This design comes from an exercise in tuning for small area and a short achievable clock period on the open sky130 flow, not from production work. Function was not checked in any run shown here: the RTL went through the layout flow alone.

## flow/design.v (module list and top-level ports; edited modules follow where they fit)
// module MAF: 3537 lines
module MAF(
    input clk,
    input  [31:0] A, B, C,
    input  [1:0]  func,
    output reg [63:0] Result
    );
  // ...
==> flow/flow/run.sh <==
#!/bin/bash
# Standard ORFS layout with two changes:
#  - synthesis runs `synth -noabc` (the quick generic ABC pass inside synth is
#    skipped), so extract_fa sees the RTL's XOR/majority structure and maps
#    full adders without the inverters it otherwise puts around them;
#  - extra make variables from flow/make_args.txt (e.g. the port buffer cell).
# Each tool's output goes to its own log here and under orfs/logs.
set -euo pipefail
here=$(pwd)
sed '1s/yosys synth -nofsm -noshare/yosys synth -nofsm -noshare -noabc/' synth_recipe.tcl > my_synth.tcl
grep -q -- '-noabc' my_synth.tcl
sed "s#SYNTH_SCRIPT=[^ ]*#SYNTH_SCRIPT=$here/my_synth.tcl#" standard.sh > my_standard.sh
grep -q "SYNTH_SCRIPT=$here/my_synth.tcl" my_standard.sh
extra=()
if [[ -f flow/make_args.txt ]]; then
  while IFS= read -r line; do [[ -n "$line" ]] && extra+=("$line"); done < flow/make_args.txt
fi
bash my_standard.sh "${extra[@]}" synth > synth.log 2>&1
bash my_standard.sh "${extra[@]}" finish > layout.log 2>&1
test -f out/final.def
==> flow/flow/make_args.txt <==
BUFFER_PORTS_ARGS=-buffer_cell sky130_fd_sc_hd__buf_4
==> flow/standard.sh <==
#!/bin/bash
# synth_recipe.tcl (not shown) runs the flow's synth.tcl, then flattens the netlist and writes it again
# the make line also repeats each setting of config.mk as NAME=value (left out here)
make -C /OpenROAD-flow-scripts/flow DESIGN_CONFIG=/design/flow/config.mk WORK_HOME=/design/flow/orfs CLKGATE_MAP_FILE= SYNTH_SCRIPT=/design/flow/synth_recipe.tcl "${@:-finish}"
==> flow/config.mk <==
export PLATFORM = sky130hd
export DESIGN_NAME = MAF
export DESIGN_NICKNAME = MAF
export VERILOG_FILES = /design/flow/design.v
export SDC_FILE = /design/flow/constraint.sdc
export NUM_CORES = 4
export LEC_CHECK = 0
export ABC_CLOCK_PERIOD_IN_PS = 1000
export CAP_MARGIN = 20
export CORE_MARGIN = 2
export CORE_UTILIZATION = 40
export SLEW_MARGIN = 20
==> flow/constraint.sdc <==
create_clock -name core_clock -period 10.0 [get_ports {clk}]
set_input_delay 2.0000 -clock core_clock [delete_from_list [all_inputs] [get_ports {clk}]]
set_output_delay 2.0000 -clock core_clock [all_outputs]
set_load 0.01 [all_outputs]
==> notes.md, run 1 <==
* Status: timing/DRC/antenna clean
* Hold Startpoint: C[0]
* Seq/Total Area, Yosys at 4.751%
* Synth Warn # at 1
* TAP cells at 873
* Hpwl dp at 75.22 mm
* Worst-margin pin slew at 1.055 ns
* Multi-input gates at 2,341
* Hold depth at 4
* Total die area at 69,520 um^2
* Buf+Inv Stages, Crit Path at 3
* Count leader, synth: xnor2_1
* Simple-gate share of the synthesized area at 6.379%
* Endpoint class of the critical path: register
* CP endpoint: Result[62]
* Clock Path Buffers at 2
* DR pass1 iterations at 6
* Inverters at 100
* Met3 wire len at 9.770 mm
* Top sig layer: met4
* Delay-heaviest family, CP: adder cells
* Max cap viols at 0
* Layout area overhead at 7.882%
==> inputs of run 2 (changes only) <==
--- a/flow/design.v
+++ b/flow/design.v
@@ -1796,58 +1796,58 @@
     wire one14 = bx[29] ^ bx[28];
     wire two14 = (bx[30] & ~bx[29] & ~bx[28]) | (~bx[30] & bx[29] & bx[28]);
     wire neg14 = bx[30];
     wire [32:0] pp14 = (({1'b0, A} & {33{one14}}) | ({A, 1'b0} & {33{two14}})) ^ {33{neg14}};
     wire one15 = bx[31] ^ bx[30];
     wire two15 = (bx[32] & ~bx[31] & ~bx[30]) | (~bx[32] & bx[31] & bx[30]);
     wire neg15 = bx[32];
     wire [32:0] pp15 = (({1'b0, A} & {33{one15}}) | ({A, 1'b0} & {33{two15}})) ^ {33{neg15}};
-    assign s1 = ce[22] ^ neg11;
-    assign c2 = ce[22] & neg11;
+    assign s1 = neg11 ^ ce[22];
+    assign c2 = neg11 & ce[22];
     assign s3 = ce[23] ^ pp0[23];
     assign c4 = ce[23] & pp0[23];
-    assign s5 = ce[24] ^ neg12 ^ pp0[24];
-    assign c6 = (ce[24] & neg12) | (ce[24] & pp0[24]) | (neg12 & pp0[24]);
+    assign s5 = neg12 ^ ce[24] ^ pp0[24];
+    assign c6 = (neg12 & ce[24]) | (neg12 & pp0[24]) | (ce[24] & pp0[24]);
     assign s7 = pp1[22] ^ pp2[20];
     assign c8 = pp1[22] & pp2[20];
     assign s9 = ce[25] ^ pp0[25] ^ pp1[23];
     assign c10 = (ce[25] & pp0[25]) | (ce[25] & pp1[23]) | (pp0[25] & pp1[23]);
     assign s11 = pp2[21] ^ pp3[19];
     assign c12 = pp2[21] & pp3[19];
-    assign s13 = ce[26] ^ neg13 ^ pp0[26];
-    assign c14 = (ce[26] & neg13) | (ce[26] & pp0[26]) | (neg13 & pp0[26]);
+    assign s13 = neg13 ^ ce[26] ^ pp0[26];
+    assign c14 = (neg13 & ce[26]) | (neg13 & pp0[26]) | (ce[26] & pp0[26]);
     assign s15 = pp1[24] ^ pp2[22] ^ pp3[20];
     assign c16 = (pp1[24] & pp2[22]) | (pp1[24] & pp3[20]) | (pp2[22] & pp3[20]);
     assign s17 = pp4[18] ^ pp5[16];
     assign c18 = pp4[18] & pp5[16];
     assign s19 = ce[27] ^ pp0[27] ^ pp1[25];
     assign c20 = (ce[27] & pp0[27]) | (ce[27] & pp1[25]) | (pp0[27] & pp1[25]);
     assign s21 = pp2[23] ^ pp3[21] ^ pp4[19];
     assign c22 = (pp2[23] & pp3[21]) | (pp2[23] & pp4[19]) | (pp3[21] & pp4[19]);
     assign s23 = pp5[17] ^ pp6[15];
     assign c24 = pp5[17] & pp6[15];
-    assign s25 = ce[28] ^ neg14 ^ pp0[28];
-    assign c26 = (ce[28] & neg14) | (ce[28] & pp0[28]) | (neg14 & pp0[28]);
+    assign s25 = neg14 ^ ce[28] ^ pp0[28];
+    assign c26 = (neg14 & ce[28]) | (neg14 & pp0[28]) | (ce[28] & pp0[28]);
     assign s27 = pp1[26] ^ pp2[24] ^ pp3[22];
     assign c28 = (pp1[26] & pp2[24]) | (pp1[26] & pp3[22]) | (pp2[24] & pp3[22]);
     assign s29 = pp4[20] ^ pp5[18] ^ pp6[16];
     assign c30 = (pp4[20] & pp5[18]) | (pp4[20] & pp6[16]) | (pp5[18] & pp6[16]);
     assign s31 = pp7[14] ^ pp8[12];
     assign c32 = pp7[14] & pp8[12];
     assign s33 = ce[29] ^ pp0[29] ^ pp1[27];
     assign c34 = (ce[29] & pp0[29]) | (ce[29] & pp1[27]) | (pp0[29] & pp1[27]);
     assign s35 = pp2[25] ^ pp3[23] ^ pp4[21];
     assign c36 = (pp2[25] & pp3[23]) | (pp2[25] & pp4[21]) | (pp3[23] & pp4[21]);
     assign s37 = pp5[19] ^ pp6[17] ^ pp7[15];
     assign c38 = (pp5[19] & pp6[17]) | (pp5[19] & pp7[15]) | (pp6[17] & pp7[15]);
     assign s39 = pp8[13] ^ pp9[11];
     assign c40 = pp8[13] & pp9[11];
-    assign s41 = ce[30] ^ neg15 ^ pp0[30];
-    assign c42 = (ce[30] & neg15) | (ce[30] & pp0[30]) | (neg15 & pp0[30]);
+    assign s41 = neg15 ^ ce[30] ^ pp0[30];
+    assign c42 = (neg15 & ce[30]) | (neg15 & pp0[30]) | (ce[30] & pp0[30]);
     assign s43 = pp1[28] ^ pp2[26] ^ pp3[24];
     assign c44 = (pp1[28] & pp2[26]) | (pp1[28] & pp3[24]) | (pp2[26] & pp3[24]);
     assign s45 = pp4[22] ^ pp5[20] ^ pp6[18];
     assign c46 = (pp4[22] & pp5[20]) | (pp4[22] & pp6[18]) | (pp5[20] & pp6[18]);
     assign s47 = pp7[16] ^ pp8[14] ^ pp9[12];
     assign c48 = (pp7[16] & pp8[14]) | (pp7[16] & pp9[12]) | (pp8[14] & pp9[12]);
     assign s49 = pp10[10] ^ pp11[8];
     assign c50 = pp10[10] & pp11[8];
@@ -1936,64 +1936,64 @@
     assign s133 = (A[9] & bx[32]) ^ (A[8] & bx[32]) ^ ~neg4;
     assign c134 = ((A[9] & bx[32]) & (A[8] & bx[32])) | ((A[9] & bx[32]) & ~neg4) | ((A[8] & bx[32]) & ~neg4);
     assign s135 = pp5[31] ^ pp6[29];
     assign c136 = pp5[31] & pp6[29];
     assign s137 = ~((A[10] & bx[32])) ^ pp5[32];
     assign c138 = ~((A[10] & bx[32])) & pp5[32];
     assign s139 = (A[11] & bx[32]) ^ (A[10] & bx[32]);
     assign c140 = (A[11] & bx[32]) & (A[10] & bx[32]);
-    assign s141 = ce[14] ^ neg7;
-    assign c142 = ce[14] & neg7;
+    assign s141 = neg7 ^ ce[14];
+    assign c142 = neg7 & ce[14];
     assign s143 = ce[15] ^ pp0[15];
     assign c144 = ce[15] & pp0[15];
-    assign s145 = ce[16] ^ neg8 ^ pp0[16];
-    assign c146 = (ce[16] & neg8) | (ce[16] & pp0[16]) | (neg8 & pp0[16]);
+    assign s145 = neg8 ^ ce[16] ^ pp0[16];
+    assign c146 = (neg8 & ce[16]) | (neg8 & pp0[16]) | (ce[16] & pp0[16]);
     assign s147 = pp1[14] ^ pp2[12];
     assign c148 = pp1[14] & pp2[12];
     assign s149 = ce[17] ^ pp0[17] ^ pp1[15];
     assign c150 = (ce[17] & pp0[17]) | (ce[17] & pp1[15]) | (pp0[17] & pp1[15]);
     assign s151 = pp2[13] ^ pp3[11];
     assign c152 = pp2[13] & pp3[11];
-    assign s153 = ce[18] ^ neg9 ^ pp0[18];
-    assign c154 = (ce[18] & neg9) | (ce[18] & pp0[18]) | (neg9 & pp0[18]);
+    assign s153 = neg9 ^ ce[18] ^ pp0[18];
+    assign c154 = (neg9 & ce[18]) | (neg9 & pp0[18]) | (ce[18] & pp0[18]);
     assign s155 = pp1[16] ^ pp2[14] ^ pp3[12];
     assign c156 = (pp1[16] & pp2[14]) | (pp1[16] & pp3[12]) | (pp2[14] & pp3[12]);
     assign s157 = pp4[10] ^ pp5[8];
     assign c158 = pp4[10] & pp5[8];
     assign s159 = ce[19] ^ pp0[19] ^ pp1[17];
     assign c160 = (ce[19] & pp0[19]) | (ce[19] & pp1[17]) | (pp0[19] & pp1[17]);
     assign s161 = pp2[15] ^ pp3[13] ^ pp4[11];
     assign c162 = (pp2[15] & pp3[13]) | (pp2[15] & pp4[11]) | (pp3[13] & pp4[11]);
     assign s163 = pp5[9] ^ pp6[7];
     assign c164 = pp5[9] & pp6[7];
-    assign s165 = ce[20] ^ neg10 ^ pp0[20];
-    assign c166 = (ce[20] & neg10) | (ce[20] & pp0[20]) | (neg10 & pp0[20]);
+    assign s165 = neg10 ^ ce[20] ^ pp0[20];
+    assign c166 = (neg10 & ce[20]) | (neg10 & pp0[20]) | (ce[20] & pp0[20]);
     assign s167 = pp1[18] ^ pp2[16] ^ pp3[14];
     assign c168 = (pp1[18] & pp2[16]) | (pp1[18] & pp3[14]) | (pp2[16] & pp3[14]);
     assign s169 = pp4[12] ^ pp5[10] ^ pp6[8];
     assign c170 = (pp4[12] & pp5[10]) | (pp4[12] & pp6[8]) | (pp5[10] & pp6[8]);
     assign s171 = pp7[6] ^ pp8[4];
     assign c172 = pp7[6] & pp8[4];
     assign s173 = ce[21] ^ pp0[21] ^ pp1[19];
     assign c174 = (ce[21] & pp0[21]) | (ce[21] & pp1[19]) | (pp0[21] & pp1[19]);
     assign s175 = pp2[17] ^ pp3[15] ^ pp4[13];
     assign c176 = (pp2[17] & pp3[15]) | (pp2[17] & pp4[13]) | (pp3[15] & pp4[13]);
     assign s177 = pp5[11] ^ pp6[9] ^ pp7[7];
     assign c178 = (pp5[11] & pp6[9]) | (pp5[11] & pp7[7]) | (pp6[9] & pp7[7]);
     assign s179 = pp8[5] ^ pp9[3];
     assign c180 = pp8[5] & pp9[3];
-    assign s181 = s1 ^ pp0[22] ^ pp1[20];
-    assign c182 = (s1 & pp0[22]) | (s1 & pp1[20]) | (pp0[22] & pp1[20]);
-    assign s183 = pp2[18] ^ pp3[16] ^ pp4[14];
-    assign c184 = (pp2[18] & pp3[16]) | (pp2[18] & pp4[14]) | (pp3[16] & pp4[14]);
-    assign s185 = pp5[12] ^ pp6[10] ^ pp7[8];
-    assign c186 = (pp5[12] & pp6[10]) | (pp5[12] & pp7[8]) | (pp6[10] & pp7[8]);
-    assign s187 = pp8[6] ^ pp9[4] ^ pp10[2];
-    assign c188 = (pp8[6] & pp9[4]) | (pp8[6] & pp10[2]) | (pp9[4] & pp10[2]);
+    assign s181 = pp0[22] ^ pp1[20] ^ pp2[18];
+    assign c182 = (pp0[22] & pp1[20]) | (pp0[22] & pp2[18]) | (pp1[20] & pp2[18]);
+    assign s183 = pp3[16] ^ pp4[14] ^ pp5[12];
+    assign c184 = (pp3[16] & pp4[14]) | (pp3[16] & pp5[12]) | (pp4[14] & pp5[12]);
+    assign s185 = pp6[10] ^ pp7[8] ^ pp8[6];
+    assign c186 = (pp6[10] & pp7[8]) | (pp6[10] & pp8[6]) | (pp7[8] & pp8[6]);
+    assign s187 = pp9[4] ^ pp10[2] ^ pp11[0];
+    assign c188 = (pp9[4] & pp10[2]) | (pp9[4] & pp11[0]) | (pp10[2] & pp11[0]);
     assign s189 = c2 ^ pp1[21] ^ pp2[19];
     assign c190 = (c2 & pp1[21]) | (c2 & pp2[19]) | (pp1[21] & pp2[19]);
     assign s191 = pp3[17] ^ pp4[15] ^ pp5[13];
     assign c192 = (pp3[17] & pp4[15]) | (pp3[17] & pp5[13]) | (pp4[15] & pp5[13]);
     assign s193 = pp6[11] ^ pp7[9] ^ pp8[7];
     assign c194 = (pp6[11] & pp7[9]) | (pp6[11] & pp8[7]) | (pp7[9] & pp8[7]);
     assign s195 = pp9[5] ^ pp10[3] ^ pp11[1];
     assign c196 = (pp9[5] & pp10[3]) | (pp9[5] & pp11[1]) | (pp10[3] & pp11[1]);
@@ -2192,46 +2192,46 @@
     assign s389 = (A[17] & bx[32]) ^ (A[16] & bx[32]) ^ ~neg8;
     assign c390 = ((A[17] & bx[32]) & (A[16] & bx[32])) | ((A[17] & bx[32]) & ~neg8) | ((A[16] & bx[32]) & ~neg8);
     assign s391 = pp9[31] ^ pp10[29];
     assign c392 = pp9[31] & pp10[29];
     assign s393 = ~((A[18] & bx[32])) ^ pp9[32];
     assign c394 = ~((A[18] & bx[32])) & pp9[32];
     assign s395 = (A[19] & bx[32]) ^ (A[18] & bx[32]);
     assign c396 = (A[19] & bx[32]) & (A[18] & bx[32]);
-    assign s397 = ce[8] ^ neg4;
-    assign c398 = ce[8] & neg4;
+    assign s397 = neg4 ^ ce[8];
+    assign c398 = neg4 & ce[8];
     assign s399 = ce[9] ^ pp0[9];
     assign c400 = ce[9] & pp0[9];
-    assign s401 = ce[10] ^ neg5 ^ pp0[10];
-    assign c402 = (ce[10] & neg5) | (ce[10] & pp0[10]) | (neg5 & pp0[10]);
+    assign s401 = neg5 ^ ce[10] ^ pp0[10];
+    assign c402 = (neg5 & ce[10]) | (neg5 & pp0[10]) | (ce[10] & pp0[10]);
     assign s403 = pp1[8] ^ pp2[6];
     assign c404 = pp1[8] & pp2[6];
     assign s405 = ce[11] ^ pp0[11] ^ pp1[9];
     assign c406 = (ce[11] & pp0[11]) | (ce[11] & pp1[9]) | (pp0[11] & pp1[9]);
     assign s407 = pp2[7] ^ pp3[5];
     assign c408 = pp2[7] & pp3[5];
-    assign s409 = ce[12] ^ neg6 ^ pp0[12];
-    assign c410 = (ce[12] & neg6) | (ce[12] & pp0[12]) | (neg6 & pp0[12]);
+    assign s409 = neg6 ^ ce[12] ^ pp0[12];
+    assign c410 = (neg6 & ce[12]) | (neg6 & pp0[12]) | (ce[12] & pp0[12]);
     assign s411 = pp1[10] ^ pp2[8] ^ pp3[6];
     assign c412 = (pp1[10] & pp2[8]) | (pp1[10] & pp3[6]) | (pp2[8] & pp3[6]);
     assign s413 = pp4[4] ^ pp5[2];
     assign c414 = pp4[4] & pp5[2];
     assign s415 = ce[13] ^ pp0[13] ^ pp1[11];
     assign c416 = (ce[13] & pp0[13]) | (ce[13] & pp1[11]) | (pp0[13] & pp1[11]);
     assign s417 = pp2[9] ^ pp3[7] ^ pp4[5];
     assign c418 = (pp2[9] & pp3[7]) | (pp2[9] & pp4[5]) | (pp3[7] & pp4[5]);
     assign s419 = pp5[3] ^ pp6[1];
     assign c420 = pp5[3] & pp6[1];
-    assign s421 = s141 ^ pp0[14] ^ pp1[12];
-    assign c422 = (s141 & pp0[14]) | (s141 & pp1[12]) | (pp0[14] & pp1[12]);
-    assign s423 = pp2[10] ^ pp3[8] ^ pp4[6];
-    assign c424 = (pp2[10] & pp3[8]) | (pp2[10] & pp4[6]) | (pp3[8] & pp4[6]);
-    assign s425 = pp5[4] ^ pp6[2] ^ pp7[0];
-    assign c426 = (pp5[4] & pp6[2]) | (pp5[4] & pp7[0]) | (pp6[2] & pp7[0]);
+    assign s421 = pp0[14] ^ pp1[12] ^ pp2[10];
+    assign c422 = (pp0[14] & pp1[12]) | (pp0[14] & pp2[10]) | (pp1[12] & pp2[10]);
+    assign s423 = pp3[8] ^ pp4[6] ^ pp5[4];
+    assign c424 = (pp3[8] & pp4[6]) | (pp3[8] & pp5[4]) | (pp4[6] & pp5[4]);
+    assign s425 = pp6[2] ^ pp7[0] ^ s141;
+    assign c426 = (pp6[2] & pp7[0]) | (pp6[2] & s141) | (pp7[0] & s141);
     assign s427 = c142 ^ pp1[13] ^ pp2[11];
     assign c428 = (c142 & pp1[13]) | (c142 & pp2[11]) | (pp1[13] & pp2[11]);
     assign s429 = pp3[9] ^ pp4[7] ^ pp5[5];
     assign c430 = (pp3[9] & pp4[7]) | (pp3[9] & pp5[5]) | (pp4[7] & pp5[5]);
     assign s431 = pp6[3] ^ pp7[1] ^ s143;
     assign c432 = (pp6[3] & pp7[1]) | (pp6[3] & s143) | (pp7[1] & s143);
     assign s433 = pp3[10] ^ pp4[8] ^ pp5[6];
     assign c434 = (pp3[10] & pp4[8]) | (pp3[10] & pp5[6]) | (pp4[8] & pp5[6]);
@@ -2264,18 +2264,18 @@
     assign s461 = c162 ^ s167 ^ s169;
     assign c462 = (c162 & s167) | (c162 & s169) | (s167 & s169);
     assign s463 = pp10[1] ^ c172 ^ s179;
     assign c464 = (pp10[1] & c172) | (pp10[1] & s179) | (c172 & s179);
     assign s465 = c166 ^ c168 ^ c170;
     assign c466 = (c166 & c168) | (c166 & c170) | (c168 & c170);
     assign s467 = s173 ^ s175 ^ s177;
     assign c468 = (s173 & s175) | (s173 & s177) | (s175 & s177);
-    assign s469 = pp11[0] ^ c180 ^ c174;
-    assign c470 = (pp11[0] & c180) | (pp11[0] & c174) | (c180 & c174);
+    assign s469 = s1 ^ c180 ^ c174;
+    assign c470 = (s1 & c180) | (s1 & c174) | (c180 & c174);
     assign s471 = c176 ^ c178 ^ s181;
     assign c472 = (c176 & c178) | (c176 & s181) | (c178 & s181);
     assign s473 = s183 ^ s185 ^ s187;
     assign c474 = (s183 & s185) | (s183 & s187) | (s185 & s187);
     assign s475 = s3 ^ c182 ^ c184;
     assign c476 = (s3 & c182) | (s3 & c184) | (c182 & c184);
     assign s477 = c186 ^ c188 ^ s189;
     assign c478 = (c186 & c188) | (c186 & s189) | (c188 & s189);
@@ -2468,32 +2468,32 @@
     assign s665 = (A[23] & bx[32]) ^ (A[22] & bx[32]) ^ ~neg11;
     assign c666 = ((A[23] & bx[32]) & (A[22] & bx[32])) | ((A[23] & bx[32]) & ~neg11) | ((A[22] & bx[32]) & ~neg11);
     assign s667 = pp12[31] ^ pp13[29];
     assign c668 = pp12[31] & pp13[29];
     assign s669 = ~((A[24] & bx[32])) ^ pp12[32];
     assign c670 = ~((A[24] & bx[32])) & pp12[32];
     assign s671 = (A[25] & bx[32]) ^ (A[24] & bx[32]);
     assign c672 = (A[25] & bx[32]) & (A[24] & bx[32]);
-    assign s673 = ce[4] ^ neg2;
-    assign c674 = ce[4] & neg2;
+    assign s673 = neg2 ^ ce[4];
+    assign c674 = neg2 & ce[4];
     assign s675 = ce[5] ^ pp0[5];
     assign c676 = ce[5] & pp0[5];
-    assign s677 = ce[6] ^ neg3 ^ pp0[6];
-    assign c678 = (ce[6] & neg3) | (ce[6] & pp0[6]) | (neg3 & pp0[6]);
+    assign s677 = neg3 ^ ce[6] ^ pp0[6];
+    assign c678 = (neg3 & ce[6]) | (neg3 & pp0[6]) | (ce[6] & pp0[6]);
     assign s679 = pp1[4] ^ pp2[2];
     assign c680 = pp1[4] & pp2[2];
     assign s681 = ce[7] ^ pp0[7] ^ pp1[5];
     assign c682 = (ce[7] & pp0[7]) | (ce[7] & pp1[5]) | (pp0[7] & pp1[5]);
     assign s683 = pp2[3] ^ pp3[1];
     assign c684 = pp2[3] & pp3[1];
-    assign s685 = s397 ^ pp0[8] ^ pp1[6];
-    assign c686 = (s397 & pp0[8]) | (s397 & pp1[6]) | (pp0[8] & pp1[6]);
-    assign s687 = pp2[4] ^ pp3[2] ^ pp4[0];
-    assign c688 = (pp2[4] & pp3[2]) | (pp2[4] & pp4[0]) | (pp3[2] & pp4[0]);
+    assign s685 = pp0[8] ^ pp1[6] ^ pp2[4];
+    assign c686 = (pp0[8] & pp1[6]) | (pp0[8] & pp2[4]) | (pp1[6] & pp2[4]);
+    assign s687 = pp3[2] ^ pp4[0] ^ s397;
+    assign c688 = (pp3[2] & pp4[0]) | (pp3[2] & s397) | (pp4[0] & s397);
     assign s689 = c398 ^ pp1[7] ^ pp2[5];
     assign c690 = (c398 & pp1[7]) | (c398 & pp2[5]) | (pp1[7] & pp2[5]);
     assign s691 = pp3[3] ^ pp4[1] ^ s399;
     assign c692 = (pp3[3] & pp4[1]) | (pp3[3] & s399) | (pp4[1] & s399);
     assign s693 = pp3[4] ^ pp4[2] ^ pp5[0];
     assign c694 = (pp3[4] & pp4[2]) | (pp3[4] & pp5[0]) | (pp4[2] & pp5[0]);
     assign s695 = c400 ^ s403 ^ s401;
     assign c696 = (c400 & s403) | (c400 & s401) | (s403 & s401);
@@ -2692,22 +2692,22 @@
     assign s889 = (A[27] & bx[32]) ^ (A[26] & bx[32]) ^ ~neg13;
     assign c890 = ((A[27] & bx[32]) & (A[26] & bx[32])) | ((A[27] & bx[32]) & ~neg13) | ((A[26] & bx[32]) & ~neg13);
     assign s891 = pp14[31] ^ pp15[29];
     assign c892 = pp14[31] & pp15[29];
     assign s893 = ~((A[28] & bx[32])) ^ pp14[32];
     assign c894 = ~((A[28] & bx[32])) & pp14[32];
     assign s895 = (A[29] & bx[32]) ^ (A[28] & bx[32]);
     assign c896 = (A[29] & bx[32]) & (A[28] & bx[32]);
-    assign s897 = ce[2] ^ neg1;
-    assign c898 = ce[2] & neg1;
+    assign s897 = neg1 ^ ce[2];
+    assign c898 = neg1 & ce[2];
     assign s899 = ce[3] ^ pp0[3];
     assign c900 = ce[3] & pp0[3];
-    assign s901 = s673 ^ pp0[4] ^ pp1[2];
-    assign c902 = (s673 & pp0[4]) | (s673 & pp1[2]) | (pp0[4] & pp1[2]);
+    assign s901 = pp0[4] ^ pp1[2] ^ pp2[0];
+    assign c902 = (pp0[4] & pp1[2]) | (pp0[4] & pp2[0]) | (pp1[2] & pp2[0]);
     assign s903 = c674 ^ pp1[3] ^ pp2[1];
     assign c904 = (c674 & pp1[3]) | (c674 & pp2[1]) | (pp1[3] & pp2[1]);
     assign s905 = pp3[0] ^ c676 ^ s679;
     assign c906 = (pp3[0] & c676) | (pp3[0] & s679) | (c676 & s679);
     assign s907 = c680 ^ s683 ^ c678;
     assign c908 = (c680 & s683) | (c680 & c678) | (s683 & c678);
     assign s909 = c684 ^ c682 ^ s685;
     assign c910 = (c684 & c682) | (c684 & s685) | (c682 & s685);
@@ -2816,26 +2816,26 @@
     assign s1013 = c890 ^ pp15[30] ^ c892;
     assign c1014 = (c890 & pp15[30]) | (c890 & c892) | (pp15[30] & c892);
     assign s1015 = ~neg14 ^ s895 ^ pp15[31];
     assign c1016 = (~neg14 & s895) | (~neg14 & pp15[31]) | (s895 & pp15[31]);
     assign s1017 = ~((A[30] & bx[32])) ^ c896;
     assign c1018 = ~((A[30] & bx[32])) & c896;
     assign s1019 = (A[31] & bx[32]) ^ (A[30] & bx[32]);
     assign c1020 = (A[31] & bx[32]) & (A[30] & bx[32]);
-    assign s1021 = ce[0] ^ neg0;
-    assign c1022 = ce[0] & neg0;
+    assign s1021 = neg0 ^ ce[0];
+    assign c1022 = neg0 & ce[0];
     assign s1023 = ce[1] ^ pp0[1];
     assign c1024 = ce[1] & pp0[1];
-    assign s1025 = s897 ^ pp0[2] ^ pp1[0];
-    assign c1026 = (s897 & pp0[2]) | (s897 & pp1[0]) | (pp0[2] & pp1[0]);
+    assign s1025 = pp0[2] ^ pp1[0] ^ s897;
+    assign c1026 = (pp0[2] & pp1[0]) | (pp0[2] & s897) | (pp1[0] & s897);
     assign s1027 = c898 ^ pp1[1] ^ s899;
     assign c1028 = (c898 & pp1[1]) | (c898 & s899) | (pp1[1] & s899);
-    assign s1029 = pp2[0] ^ c900 ^ s901;
-    assign c1030 = (pp2[0] & c900) | (pp2[0] & s901) | (c900 & s901);
+    assign s1029 = s673 ^ c900 ^ s901;
+    assign c1030 = (s673 & c900) | (s673 & s901) | (c900 & s901);
     assign s1031 = s675 ^ c902 ^ s903;
     assign c1032 = (s675 & c902) | (s675 & s903) | (c902 & s903);
     assign s1033 = s677 ^ c904 ^ s905;
     assign c1034 = (s677 & c904) | (s677 & s905) | (c904 & s905);
     assign s1035 = s681 ^ c906 ^ s907;
     assign c1036 = (s681 & c906) | (s681 & s907) | (c906 & s907);
     assign s1037 = s687 ^ c908 ^ s909;
     assign c1038 = (s687 & c908) | (s687 & s909) | (c908 & s909);
==> flow/flow/make_args.txt (replaced) <==
BUFFER_PORTS_ARGS=-buffer_cell sky130_fd_sc_hd__buf_2
==> flow/config.mk (replaced) <==
export PLATFORM = sky130hd
export DESIGN_NAME = MAF
export DESIGN_NICKNAME = MAF
export VERILOG_FILES = /design/flow/design.v
export SDC_FILE = /design/flow/constraint.sdc
export NUM_CORES = 4
export LEC_CHECK = 0
export CAP_MARGIN = 20
export CORE_MARGIN = 2
export CORE_UTILIZATION = 55
export SETUP_SLACK_MARGIN = 2.3
export SLEW_MARGIN = 20
==> run 2 against run 1 <==
Effect of this change: still clean on timing, DRC and antenna; sequential share of layout area shrank 0.42 points; worst setup slack better by 1.3 ns; cell count is 1.7% lower; wire length rose by 1.8%; maximum frequency is 17% higher; count of clock-buffer cells in the layout is the same; synthesized area unchanged; critical endpoint is now Result[63]; highest routed layer is now met5.
==> notes.md, run 2 <==
* CP arrival at 8.32 ns (was 9.63 ns)
* H-tree depth at 3 (unchanged)
* First-pass GRT wire length at 155.1 mm (was 155.8 mm)
* Crit path from: B[2] (was func[0])
* Critical path class: input pin to register (unchanged)
* Xor and xnor area share after synthesis at 18.61% (unchanged)
* Row cnt at 81 (was 95)
* Area of the multi-input gates at 25,580 um^2 (was 24,230 um^2)
* Multiplexer share of the synthesized area at 0.03711% (unchanged)
* TritonCTS clock tree: built (unchanged)
* # clock sinks at 64 (unchanged)
* Post-synth top area share at 37.86% (unchanged)
* Setup-failing EPs final at 0 (unchanged)
* Seq/Total Area, Yosys at 4.751% (unchanged)
* Hold depth at 4 (unchanged)
* Slew Limit Fails at 0 (unchanged)
* Most frequent cells in the layout: xnor2_1, fa_1, a22oi_1, buf_4, buf_2 (was xnor2_1, fa_1, a22oi_1, buf_4, a21oi_1)
* Ys flop type: dfxtp_1 (unchanged)
* Final WL at 106.3 mm (was 104.5 mm)
* GRT Total Usage at 41.50% (was 29.88%)
* Die Wd at 225.4 um (was 263.7 um)
* Synth Warn # at 1 (unchanged)
* Max cap viols at 0 (unchanged)
* Post-Synthesis Cells at 2,836 (unchanged)
* Layout area overhead at 19.13% (was 7.882%)
* Clock Path Buffers at 2 (unchanged)
* Core ar. at 48,650 um^2 (was 66,920 um^2)
* DRT iter0 DRCs at 3,523 (was 2,823)
* Total grt overflow at 0 (unchanged)
* Buf+Inv Stages, Crit Path at 1 (was 3)
* Final period util at 80.17% (was 93.62%)
* Hold/Removal Path Class: input pin to register (unchanged)
* Max FFs per register at 64 (unchanged)
* Synth top cells by count: xnor2_1, fa_1, a22oi_1 (unchanged)
* Top reg by flops: Result (unchanged)
* Register bit total from synthesis at 64 (unchanged)
* Wire length per cell at 29.78 um (was 28.75 um)
* Rel. slew slack at 21.71% (was 29.54%)
* Crit-path most repeated cell: fa_1 (unchanged)
* Worst-margin pin slew at 1.162 ns (was 1.055 ns)
* FF+latch area at 1281 um^2 (unchanged)
* Syn Nets at 3,571 (unchanged)
* Final Hold Vio Count at 0 (unchanged)
* Status: timing/DRC/antenna clean (unchanged)
* Count of input and output buffers at 162 (unchanged)
* RePlAce Congestion at 0.9576 (was 0.9562)
* Synth area leader: fa_1 (unchanged)
* Synth cell types at 71 (unchanged)
* Endpoint class of the critical path: register (unchanged)
* Post-Syn Area at 26,970 um^2 (unchanged)
* Synth Area in Compound Gates at 20.39% (unchanged)
* Delay-heaviest family, CP: adder cells (unchanged)
* Hold-critical path endpoint: Result[0] (unchanged)
* Vias at 24,363 (was 23,170)
* Crit-path max FO at 10 (was 51)
* Hold Startpoint: C[0] (unchanged)
* CP Depth at 21 (was 20)
* Post-route ant nets at 0 (unchanged)
* Critical-path top delay cell: nor4_4 (was nor2b_4)
* Fin Setup TNS at 0 ns (unchanged)
* Fillers at 3,866 (was 6,381)
* Largest net degree at the start of global routing at 35 (was 52)
* Crit path cell chain: buf_6 -> xnor2_4 -> nor2_4 -> a22oi_2 -> xnor2_2 -> fa_1 -> fa_1 -> fa_1 -> fa_2 -> fa_1 -> fa_1 -> ha_4 -> a21oi_2 -> o21bai_1 -> a21oi_2 -> nand3_4 -> nor4_4 -> o21ai_4 -> a31oi_4 -> nor2_1 -> a311oi_2 (was buf_4 -> nor2b_4 -> inv_1 -> xnor2_1 -> fa_1 -> inv_1 -> fa_1 -> fa_1 -> fa_1 -> fa_1 -> fa_1 -> ha_1 -> nand4_1 -> or3_1 -> nor4_1 -> o21ai_1 -> nand3_1 -> a21oi_1 -> o31ai_1 -> xor2_1)
* F_max at 0.1247 GHz (was 0.1068 GHz)
* Asr flop ratio synth at 0% (unchanged)
* Count leader, synth: xnor2_1 (unchanged)
* Total die area at 50,820 um^2 (was 69,520 um^2)
* Hpwl dp at 74.11 mm (was 75.22 mm)
* CTS root buffer: clkbuf_16 (unchanged)
* DRC at 0 (unchanged)
* Final hold slack at 2.066 ns (was 2.070 ns)
* Critical Path RT at 10.31 ns (was 10.26 ns)
* Die H at 225.4 um (was 263.7 um)
* DR pass1 iterations at 7 (was 6)
* Simple-gate share of the synthesized area at 6.379% (unchanged)
* CTS buffer count at 9 (unchanged)
* Initial antenna violation count at 3 (was 0)
* RSZ-0062 raised after global routing: true (was false)
* Final net count at 3,676 (was 3,490)
* Post-synth EDFFs at 0 (unchanged)
* I/O Pins at 163 (unchanged)
* Largest family of logic cells by synthesized area: adder cells (unchanged)
* Vias in the first global route at 24,451 (was 24,227)
* Mean Syn Cell Area at 9.510 um^2 (unchanged)
* Worst Setup Start Kind: input pin (unchanged)
* Finished Layout Cells at 3,570 (was 3,633)
* Regs by FF count: Result (64) (unchanged)
* Minimum clock period at 8.017 ns (was 9.362 ns)
* Reg clk slew, reported paths at 0.06 ns (was 0.07 ns)
* Vias per cell at 6.824 (was 6.378)
* Adder-Cell Fraction of Synth Area at 43.70% (unchanged)
* Area after DPL at 28,560 um^2 (was 28,790 um^2)
* Dpl cells at 3,407 (was 3,617)
* Most common library cell in the layout ignoring fill and taps: xnor2_1 (unchanged)
* Initial Utilization at 55.44% (was 40.30%)
* Design area at 32,130 um^2 (was 29,100 um^2)
* Critical path's largest stage delay at 0.61 ns (was 0.92 ns)
* Area contributors post-synth: fa_1, xnor2_1, a22oi_1 (unchanged)
* Layout cells sized above 1 at 24.20% (was 11.99%)
## run 2: cell count changes in the layout (fill, tap and decap cells not counted), moves of 26 or more
cell,delta
buf_12,+36
fa_2,+48
buf_4,-43
a21oi_1,-29
buf_6,+28
nor2_4,+28
fa_1,-48
ha_1,-26
buf_2,+128
## run 2: how the worst max path moves through the flow
| stage | to |
|---|---|
| after global placement | Result[63] |
| after detailed placement | Result[63] |
| final | Result[63] |
| after CTS | Result[63] |
| after global routing | Result[63] |
| after floorplan | Result[63] |
## run 2: what timing repair did
| action | 4_1_cts | 5_1_grt |
|---|---|---|
| pin swaps | 63 | 101 |
| resized for setup | 169 | 214 |
| cloned | 16 | 8 |
| hold buffers | 0 | 0 |
| setup endpoints to repair | 34 | 29 |
| buffers inserted | 60 | 61 |
## run 2: area by class of cell
| class | instances | area share, % |
|---|---|---|
| multi-input cells | 2348 | 79.62 |
| clock inverters | 6 | 0.1869 |
| diodes | 2 | 0.01558 |
| flip-flops and latches | 64 | 3.988 |
| well taps | 622 | 2.422 |
| inverters | 100 | 1.168 |
| repair buffers | 418 | 11.89 |
| clock buffers | 10 | 0.7127 |
## run 2: cell families after synthesis
family / after synthesis
AO/OA/AOI/OAI: 778
adder cells (fa/ha/maj): 636
XOR/XNOR: 573
buffers and inverters: 431
AND/OR/NAND/NOR: 353
flip-flops: 64
multiplexers: 1
## run 2: layer usage
layer	up-vias	global-route usage, %	routed length, um
met3	382	14.37	14840
met4	2	16.43	5183
met5	-	0	11
met1	12156	56.35	41160
met2	1910	60.78	45130
li1	9913	-	-
## run 2: through the flow
stage,setup slack [ns],util [%]
3_3_place_gp,0.4961,58.72
3_5_place_dp,0.4596,58.72
2_1_floorplan,2.201,-
6_report,1.983,66.04
4_1_cts,2.092,62.84
5_1_grt,1.827,66.04

==> static timing again, ports no longer ideal <==
In the flow no input, the clock included, has a driving cell. The finished layouts below were timed again as built, in two steps.
Step 1: set_driving_cell puts a clkbuf_16 on clk and a buf_2 on each other input, an assumption about the parent block.
Step 2 also shifts input and output timing later by t, the mid clock arrival at the registers, as if the neighbouring blocks saw the same clock.
a / b / c = no drivers / after step 1 / after step 2; a / b = the first two.
| run | t, ns | slack for setup (ns) | worst hold slack (ns) | worst setup path at the end | slew at the worst register clock pin (ns) |
|---|---|---|---|---|---|
| run 1 | 0.473 | 0.638 / 0.681 / 0.208 | 2.070 / 2.036 / 2.413 | input to register | 0.08 / 0.08 |
| run 2 | 0.453 | 1.983 / 1.937 / 1.485 | 2.066 / 2.026 / 2.410 | input to register | 0.07 / 0.07 |
After both steps every run listed still meets setup and hold. The setup slack of run 2, which loses most, moves by -0.046 ns with the drivers and by -0.498 ns with both steps.
